What follows belongs to an exercise in optimizing a design on an open flow for small area; a production flow would make more cautious choices. RTL that was checked went through simulation tests only; none was proved equivalent to the original. No activity file was given, so power comes from the tool's default toggle rates.

==> quartz <==
## pingpong_fft_controller
module pingpong_fft_controller (
    input  wire        clk,
    input  wire        rst,
    input  wire [31:0] fft_data_in,
    input  wire        fft_data_valid,
    output wire [14:0] bram_addra,
    output wire [31:0] bram_dina,
    output wire        bram_wea,
    output wire        bram_ena,
    input  wire [31:0] bram_douta,
    output wire [14:0] bram_addrb,
    output wire [31:0] bram_dinb,
    output wire        bram_web,
    output wire        bram_enb,
    input  wire [31:0] bram_doutb,
    output reg  [31:0] fft_doppler_input,
    output wire        fft_doppler_valid,
    output wire        fft_doppler_last
);
    reg        started;    
    reg        act;        
    reg        wr;         
    reg        sw;         
    reg        nx_a;       
    reg        nx_b;       
    reg        rd_a;       
    reg        rd_b;       
    reg [14:0] wn;         
    reg [14:0] rn;         
    reg [31:0] din;
    wire write     = started & fft_data_valid;       
    wire swap      = write & (wn == 15'd1);          
    wire row_wrap  = ~(|rn[14:7]);
    always @(posedge clk or posedge rst) begin
        if (rst) begin
            started <= 1'b0;
            act     <= 1'b0;
            wr      <= 1'b0;
            sw      <= 1'b0;
            nx_a    <= 1'b0;
            nx_b    <= 1'b1;
  ...
==> module pingpong_fft_controller, before the edit <==
module pingpong_fft_controller (
    input  wire        clk,
    input  wire        rst,
    input  wire [31:0] fft_data_in,
    input  wire        fft_data_valid,
    output wire [14:0] bram_addra,
    output wire [31:0] bram_dina,
    output wire        bram_wea,
    output wire        bram_ena,
    input  wire [31:0] bram_douta,
    output wire [14:0] bram_addrb,
    output wire [31:0] bram_dinb,
    output wire        bram_web,
    output wire        bram_enb,
    input  wire [31:0] bram_doutb,
    output reg  [31:0] fft_doppler_input,
    output wire        fft_doppler_valid,
    output wire        fft_doppler_last
);
    reg        started;    
    reg        act;        
    reg        wr;         
    reg        sw;         
    reg        nx_a;       
    reg        nx_b;       
    reg        rd_a;       
    reg        rd_b;       
    reg [14:0] wn;         
    reg [14:0] rn;         
    reg [31:0] din;
    wire write     = started & fft_data_valid;       
    wire swap      = write & (wn == 15'd1);          
    wire row_wrap  = ~(|rn[14:7]);
    always @(posedge clk or posedge rst) begin
        if (rst) begin
            started <= 1'b0;
            act     <= 1'b0;
            wr      <= 1'b0;
            sw      <= 1'b0;
            nx_a    <= 1'b0;
            nx_b    <= 1'b1;
            rd_a    <= 1'b0;
            rd_b    <= 1'b1;
            wn      <= 15'd0;
        end else begin
            started <= started | fft_data_valid;
            act     <= act | sw;
            wr      <= write;
            sw      <= swap;
            if (swap) begin
                nx_a <= nx_b;
                nx_b <= nx_a;
            end
            rd_a    <= nx_a;
            rd_b    <= nx_b;
            if (write)
                wn <= wn - 15'd1;
        end
    end
    always @(posedge clk) begin
        if (!act) begin
            rn <= 15'h7fff;
        end else begin
            rn[14:7] <= rn[14:7] - 8'd1;
            if (row_wrap)
                rn[6:0] <= rn[6:0] - 7'd1;
            else if (sw)
                rn[6:0] <= 7'h7f;
        end
    end
    always @(posedge clk) begin
        din               <= fft_data_in;
        fft_doppler_input <= ({32{nx_a}} & bram_douta) | ({32{nx_b}} & bram_doutb);
    end
    assign bram_addra = ~(({15{rd_b}} & wn) | ({15{rd_a}} & rn));
    assign bram_addrb = ~(({15{rd_a}} & wn) | ({15{rd_b}} & rn));
    assign bram_dina  = din;
    assign bram_dinb  = din;
    assign bram_wea   = rd_b;
    assign bram_web   = rd_a;
    assign bram_ena   = (act & rd_a) | (wr & rd_b);
    assign bram_enb   = (act & rd_b) | (wr & rd_a);
    assign fft_doppler_valid = act & (|rn);
    assign fft_doppler_last  = row_wrap;
endmodule
Settings: LEC_CHECK=0, CAP_MARGIN=20, CORE_MARGIN=2, CORE_UTILIZATION=40, SLEW_MARGIN=20; clock period 5.0 ns.
standard.sh (not shown) runs the stock make flow with config.mk's settings and CLKGATE_MAP_FILE= SYNTH_SCRIPT=/design/flow/synth_recipe.tcl, a recipe that flattens the netlist after the stock synthesis.
==> flow/flow/run.sh <==
#!/bin/bash
# Own layout flow: the standard ORFS flow (standard.sh), with these changes:
#  - synthesis maps logic with an area-oriented ABC script (flow/abc_area.script)
#    instead of ORFS's speed script; everything else in synthesis is the standard flow's own
#    script (synth_recipe.tcl), so the registers are the standard ones;
#  - the port buffers that global placement inserts are sky130_fd_sc_hd__buf_1;
#  - after repair_design, cells on paths with slack to spare are downsized;
#  - CTS inserts no dummy loads.
# Each step's full output goes to a log file in this folder (and ORFS's own logs
# under orfs/logs).
set -euo pipefail
here=$(pwd)
{
  echo 'proc abc {args} {'
  echo '  set i [lsearch -exact $args -script]'
  echo "  if {\$i >= 0} { lset args [expr {\$i + 1}] {$here/flow/abc_area.script} }"
  echo '  yosys abc {*}$args'
  echo '}'
  cat "$here/synth_recipe.tcl"
} > "$here/own_synth.tcl"
export BUFFER_PORTS_ARGS="-buffer_cell sky130_fd_sc_hd__buf_1"
export POST_RESIZE_TCL="$here/flow/post_resize.tcl"
export CTS_ARGS="-sink_clustering_enable -repair_clock_nets -dont_use_dummy_load"
bash standard.sh SYNTH_SCRIPT="$here/own_synth.tcl" synth > "$here/synth.log" 2>&1
bash standard.sh SYNTH_SCRIPT="$here/own_synth.tcl" finish > "$here/layout.log" 2>&1
==> flow/flow/abc_area.script <==
strash
&get -n
&fraig -x
&put
dc2
strash
&get -n
&dch -f
&nf -R 1000
&put
buffer -c
topo
dnsize -c
==> flow/flow/post_resize.tcl <==
# Downsize cells that have timing slack to spare.
log_cmd repair_timing -setup -recover_power 100 -match_cell_footprint
==> inputs of xenon, as changes to quartz <==
==> flow/design.v (replaced) <==
`timescale 1ns / 1ps
module pingpong_fft_controller (
    input  wire        clk,
    input  wire        rst,
    input  wire [31:0] fft_data_in,
    input  wire        fft_data_valid,
    output wire [14:0] bram_addra,
    output wire [31:0] bram_dina,
    output wire        bram_wea,
    output wire        bram_ena,
    input  wire [31:0] bram_douta,
    output wire [14:0] bram_addrb,
    output wire [31:0] bram_dinb,
    output wire        bram_web,
    output wire        bram_enb,
    input  wire [31:0] bram_doutb,
    output reg  [31:0] fft_doppler_input,
    output wire        fft_doppler_valid,
    output wire        fft_doppler_last
);
    reg        started;    
    reg        act;        
    reg        wr;         
    reg        rp;         
    reg [14:0] wn;         
    reg [14:0] rn;         
    reg [31:0] din;
    wire swapped   = wr & ~(|wn);           
    wire active    = act | swapped;         
    wire rbuf      = rp ^ swapped;          
    wire row_wrap  = ~(|rn[14:7]);
    always @(posedge clk or posedge rst) begin
        if (rst) begin
            started <= 1'b0;
            act     <= 1'b0;
            wr      <= 1'b0;
            rp      <= 1'b1;
            wn      <= 15'd0;
            rn      <= 15'd0;
        end else begin
            started <= started | fft_data_valid;
            act     <= active;
            wr      <= started & fft_data_valid;
            rp      <= rbuf;
            if (started & fft_data_valid)
                wn <= wn - 15'd1;
            if (active) begin
                rn[14:7] <= rn[14:7] - 8'd1;
                if (row_wrap)
                    rn[6:0] <= rn[6:0] - 7'd1;
                else if (swapped)
                    rn[6:0] <= 7'h7f;
            end
        end
    end
    always @(posedge clk) begin
        din               <= fft_data_in;
        fft_doppler_input <= rbuf ? bram_doutb : bram_douta;
    end
    assign bram_addra = ~(rp ? wn : rn);
    assign bram_addrb = ~(rp ? rn : wn);
    assign bram_dina  = din;
    assign bram_dinb  = din;
    assign bram_wea   = rp;
    assign bram_web   = ~rp;
    assign bram_ena   = (act & ~rp) | (wr & rp);
    assign bram_enb   = (act & rp) | (wr & ~rp);
    assign fft_doppler_valid = |rn;
    assign fft_doppler_last  = row_wrap;
endmodule
==> flow/flow/run.sh (replaced) <==
#!/bin/bash
# Own layout flow: the standard ORFS flow, with two changes:
#  - the port buffers that global placement inserts use sky130_fd_sc_hd__buf_1;
#  - after repair_design, cells on paths with slack to spare are downsized.
set -euo pipefail
here=$(pwd)
export BUFFER_PORTS_ARGS="-buffer_cell sky130_fd_sc_hd__buf_1"
export POST_RESIZE_TCL="$here/flow/post_resize.tcl"
bash standard.sh synth > "$here/synth.log" 2>&1
bash standard.sh finish > "$here/layout.log" 2>&1
removed: flow/flow/abc_area.script
==> notes.md <==
Between xenon and quartz, the lower routed wire length is in quartz (gap 12%, measured against quartz). Critical path depth: quartz is lower than xenon (1). Worst hold slack: quartz is lower than xenon (0.065 ns). Between xenon and quartz, the lower area after synthesis is in quartz (gap 11%, measured against quartz). Setup slack: quartz is better than xenon (0.20 ns). Of quartz and xenon, quartz has the higher synthesized cell count (gap 2.2%, measured against xenon). Power: quartz is smaller than xenon (about 44%).
For quartz, only the layout was checked, not whether the RTL still works.

==> port drivers added, routing unchanged <==
No port has a modelled driver above. Below, the same layouts with a new extraction and two added sets of constraints. Step 1 (the two cells are an assumption about what drives the block):
set clk [get_ports {clk}]
set_driving_cell -lib_cell sky130_fd_sc_hd__clkbuf_16 $clk
set_driving_cell -lib_cell sky130_fd_sc_hd__buf_2 [delete_from_list [all_inputs] $clk]
Step 2, shift: input delay + t, output delay - t, t = (earliest + latest rising clock arrival at the registers) / 2. This alone moves slack from input paths to output paths. Three values: ideal ports, drivers, drivers and shift; two values: the first two.
run	shift t [ns]	setup WS [ns]	worst setup path at the end
quartz	0.367	2.028 / 1.995 / 2.363	register to output
xenon	0.387	1.831 / 1.798 / 2.185	register to output
After both steps setup and hold are still met in every run listed.
